Context: an optimization exercise on an open-source flow, tuned for small area. The choices shown serve that exercise and are no tape-out recipe.
Function was checked by simulation only, so behaviour that the tests miss may differ from the original.

## pulse_arrays
module pulse_arrays #(
    parameter   WIDTH_left     =   8,
    parameter   WIDTH_up       =   8,
    parameter   WIDTH_out      =   16,
    parameter   Mritx_M   =   4,
    parameter   Mritx_N   =   4,
    parameter   Mritx_L   =   4,
    parameter   Mritx_LOG2_size  =   10
)(
    input   clk,
    input   rst,
    input   wire    valid_left,
    input   wire    valid_up,
    input   wire  [31:0]   left,
    input   wire  [31:0]   up,
    output  reg     ready,
    output  wire  [63:0]   product
);
clock: 5.0 ns
lec_check: 0
cap_margin: 20
core_margin: 2
core_utilization: 40
cts_buf_list: sky130_fd_sc_hd__clkbuf_8
cts_cluster_diameter: 60
cts_cluster_size: 16
place_density: 0.6
slew_margin: 20
synth_hierarchical: 1
standard.sh (not shown) runs the stock make flow with config.mk's settings and CLKGATE_MAP_FILE= SYNTH_SCRIPT=/design/flow/synth_recipe.tcl, a recipe that flattens the netlist after the stock synthesis.
==> flow/flow/run.sh <==
#!/bin/bash
# The standard layout flow, with two changes:
# - the buffers that buffer_ports puts on every input and output port are the
#   smallest buffer cell (buf_1) instead of the cell buffer_ports picks;
# - clock tree synthesis inserts no dummy loads (its other arguments are the
#   ones the standard flow derives from config.mk).
set -euo pipefail
export BUFFER_PORTS_ARGS="-buffer_cell sky130_fd_sc_hd__buf_1"
export CTS_ARGS="-sink_clustering_enable -repair_clock_nets -sink_clustering_size 16 -sink_clustering_max_diameter 60 -buf_list sky130_fd_sc_hd__clkbuf_8 -dont_use_dummy_load"
bash standard.sh finish > standard.log 2>&1
Rerun with:
==> flow/flow/run.sh (replaced) <==
#!/bin/bash
# The standard layout flow, with one change: the buffers that
# buffer_ports puts on every input and output port are the smallest buffer
# cell (buf_1) instead of the cell buffer_ports picks by default.
set -euo pipefail
export BUFFER_PORTS_ARGS="-buffer_cell sky130_fd_sc_hd__buf_1"
bash standard.sh finish > standard.log 2>&1
Outcome:
- The new run completed without violations
- worst hold slack gets better by 0.031 ns
- via count came out higher by 0.69%
- critical path depth stays the same
- worst setup slack gets better by 0.013 ns
Rerun with:
==> flow/run.sh (new file) <==
#!/bin/bash
# synth_recipe.tcl (not shown) runs the flow's synth.tcl, then flattens the netlist and writes it again
# the make line also repeats each setting of config.mk as NAME=value (left out here)
make -C /OpenROAD-flow-scripts/flow DESIGN_CONFIG=/design/flow/config.mk WORK_HOME=/design/flow/orfs CLKGATE_MAP_FILE= SYNTH_SCRIPT=/design/flow/synth_recipe.tcl finish
removed: flow/flow/run.sh
removed: flow/standard.sh
What happened: Fmax stays flat. Clock skew came out higher by 0.0038 ns. Final cell count is about the same. Setup slack barely changes. Sequential cell count does not change. Register-to-register slack barely changes. Die area does not change.
Rerun with:
CTS_BUF_LIST = sky130_fd_sc_hd__clkbuf_4   (was sky130_fd_sc_hd__clkbuf_8)
CTS_CLUSTER_DIAMETER = not set   (was 60)
CTS_CLUSTER_SIZE = not set   (was 16)
=> Design area rose by 3.9%; core utilization rises by 1.8 points; final cell count grows by 7.5%; via count is higher by 6.0%.

========
pulse_arrays, a different RTL version from the one above (not shown whole).
Size in the first run: ~1300 cells after synthesis, ~530 flip-flops, about 19000 sq um of cells after synthesis.
export LEC_CHECK = 0
export CAP_MARGIN = 20
export CORE_MARGIN = 2
export CORE_UTILIZATION = 60
export GPL_TIMING_DRIVEN = 0
export PLACE_DENSITY = 0.75
export SLEW_MARGIN = 20
export SYNTH_HIERARCHICAL = 1
create_clock -name core_clock -period 5.0 [get_ports {clk}]
==> flow/flow/run.sh <==
#!/bin/bash
# The standard layout flow (bash standard.sh), with two changes:
# - the buffers that buffer_ports puts on every input and output port are the
#   smallest buffer cell (buf_1) instead of the cell buffer_ports picks;
# - clock tree synthesis builds the tree from clkbuf_4 with sink clusters of
#   at most 10 sinks and 50 um, and inserts no dummy loads.
set -euo pipefail
export BUFFER_PORTS_ARGS="-buffer_cell sky130_fd_sc_hd__buf_1"
export CTS_ARGS="-sink_clustering_enable -repair_clock_nets -sink_clustering_size 10 -sink_clustering_max_diameter 50 -buf_list sky130_fd_sc_hd__clkbuf_4 -dont_use_dummy_load"
bash standard.sh finish > standard.log 2>&1
The baseline finished with timing, DRC and antenna clean.
Edit:
--- a/flow/flow/run.sh
+++ b/flow/flow/run.sh
@@ -1,7 +1,7 @@
 #!/bin/bash
-# The standard layout flow (bash standard.sh), with two changes:
+# The standard layout flow, with two changes:
 # - the buffers that buffer_ports puts on every input and output port are the
 #   smallest buffer cell (buf_1) instead of the cell buffer_ports picks;
-# - clock tree synthesis builds the tree from clkbuf_4 with sink clusters of
-#   at most 10 sinks and 50 um, and inserts no dummy loads.
+# - clock tree synthesis inserts no dummy loads (its other arguments are the
+#   ones the standard flow derives from config.mk).
 set -euo pipefail
Effect: Non-clock buffer count is unchanged. Setup slack is unchanged. Wire length does not change. Cell count is unchanged. Die area is unchanged. Cell area does not change. Sequential cell count is unchanged. Sequential share of layout area does not change. Global-route usage does not change.
Edit:
GPL_TIMING_DRIVEN = default   (was 0)
After rerunning: Final area went up by about 0.9%; wire length barely changes; worst setup slack improves by 30 ps; cell count rose by about 0.6%; sequential share of layout area drops by 0.60 points; core utilization grows by 0.58 points; fmax climbs by 0.63%.
Edit:
--- a/flow/flow/run.sh
+++ b/flow/flow/run.sh
@@ -8,3 +8,3 @@
 export BUFFER_PORTS_ARGS="-buffer_cell sky130_fd_sc_hd__buf_1"
-export CTS_ARGS="-sink_clustering_enable -repair_clock_nets -sink_clustering_size 10 -sink_clustering_max_diameter 50 -buf_list sky130_fd_sc_hd__clkbuf_4 -dont_use_dummy_load"
+export CTS_ARGS="-sink_clustering_enable -repair_clock_nets -sink_clustering_size 12 -sink_clustering_max_diameter 60 -buf_list sky130_fd_sc_hd__clkbuf_4 -dont_use_dummy_load"
 bash standard.sh finish > standard.log 2>&1
What happened:
- The new run completed without violations
- core utilization goes down by 0.34 points
- synthesized area stays the same
- global-route usage decreases by 0.21 points
- routed wire length falls slightly
- final area falls slightly
- worst hold slack gains 36 ps
- maximum frequency rose slightly
- die area does not change
- non-clock buffer count went down by 1

## re-timing with driven ports
In the flow no input, the clock included, has a driving cell. The finished layouts below were timed again as built, in two steps. Step 1, drivers: a clkbuf_16 drives clk and a buf_2 each remaining input, both assumed. Step 2 times the ports against the registers' clock, not the clock port: input delays grow and output delays shrink by t, the midpoint of the rising clock arrivals with the driver on. Three values: no drivers, after step 1, after step 2; two values: the first two.
| run | shift t [ns] | setup slack, ns | worst setup path at the end | worst data-port slew with drivers (ns) | pins driven straight from the clock port |
|---|---|---|---|---|---|
| the first run of note 1 | 0.641 | 0.218 / 0.218 / 0.218 | register to register | 0.07 | 1 |
| the second run of note 1 | 0.678 | 0.230 / 0.230 / 0.230 | register to register | 0.07 | 1 |
| the third run of note 1 | 0.676 | 0.231 / 0.231 / 0.231 | register to register | 0.07 | 1 |
| the fourth run of note 1 | 0.960 | 0.202 / 0.202 / 0.202 | register to register | 0.07 | 1 |
| the first run of note 2 | 0.760 | 0.217 / 0.217 / 0.217 | register to register | 0.06 | 1 |
| the second run of note 2 | 0.760 | 0.217 / 0.217 / 0.217 | register to register | 0.06 | 1 |
| the third run of note 2 | 0.764 | 0.246 / 0.246 / 0.246 | register to register | 0.05 | 1 |
| the fourth run of note 2 | 0.743 | 0.264 / 0.264 / 0.264 | register to register | 0.06 | 1 |
After both steps every run listed still meets setup and hold.
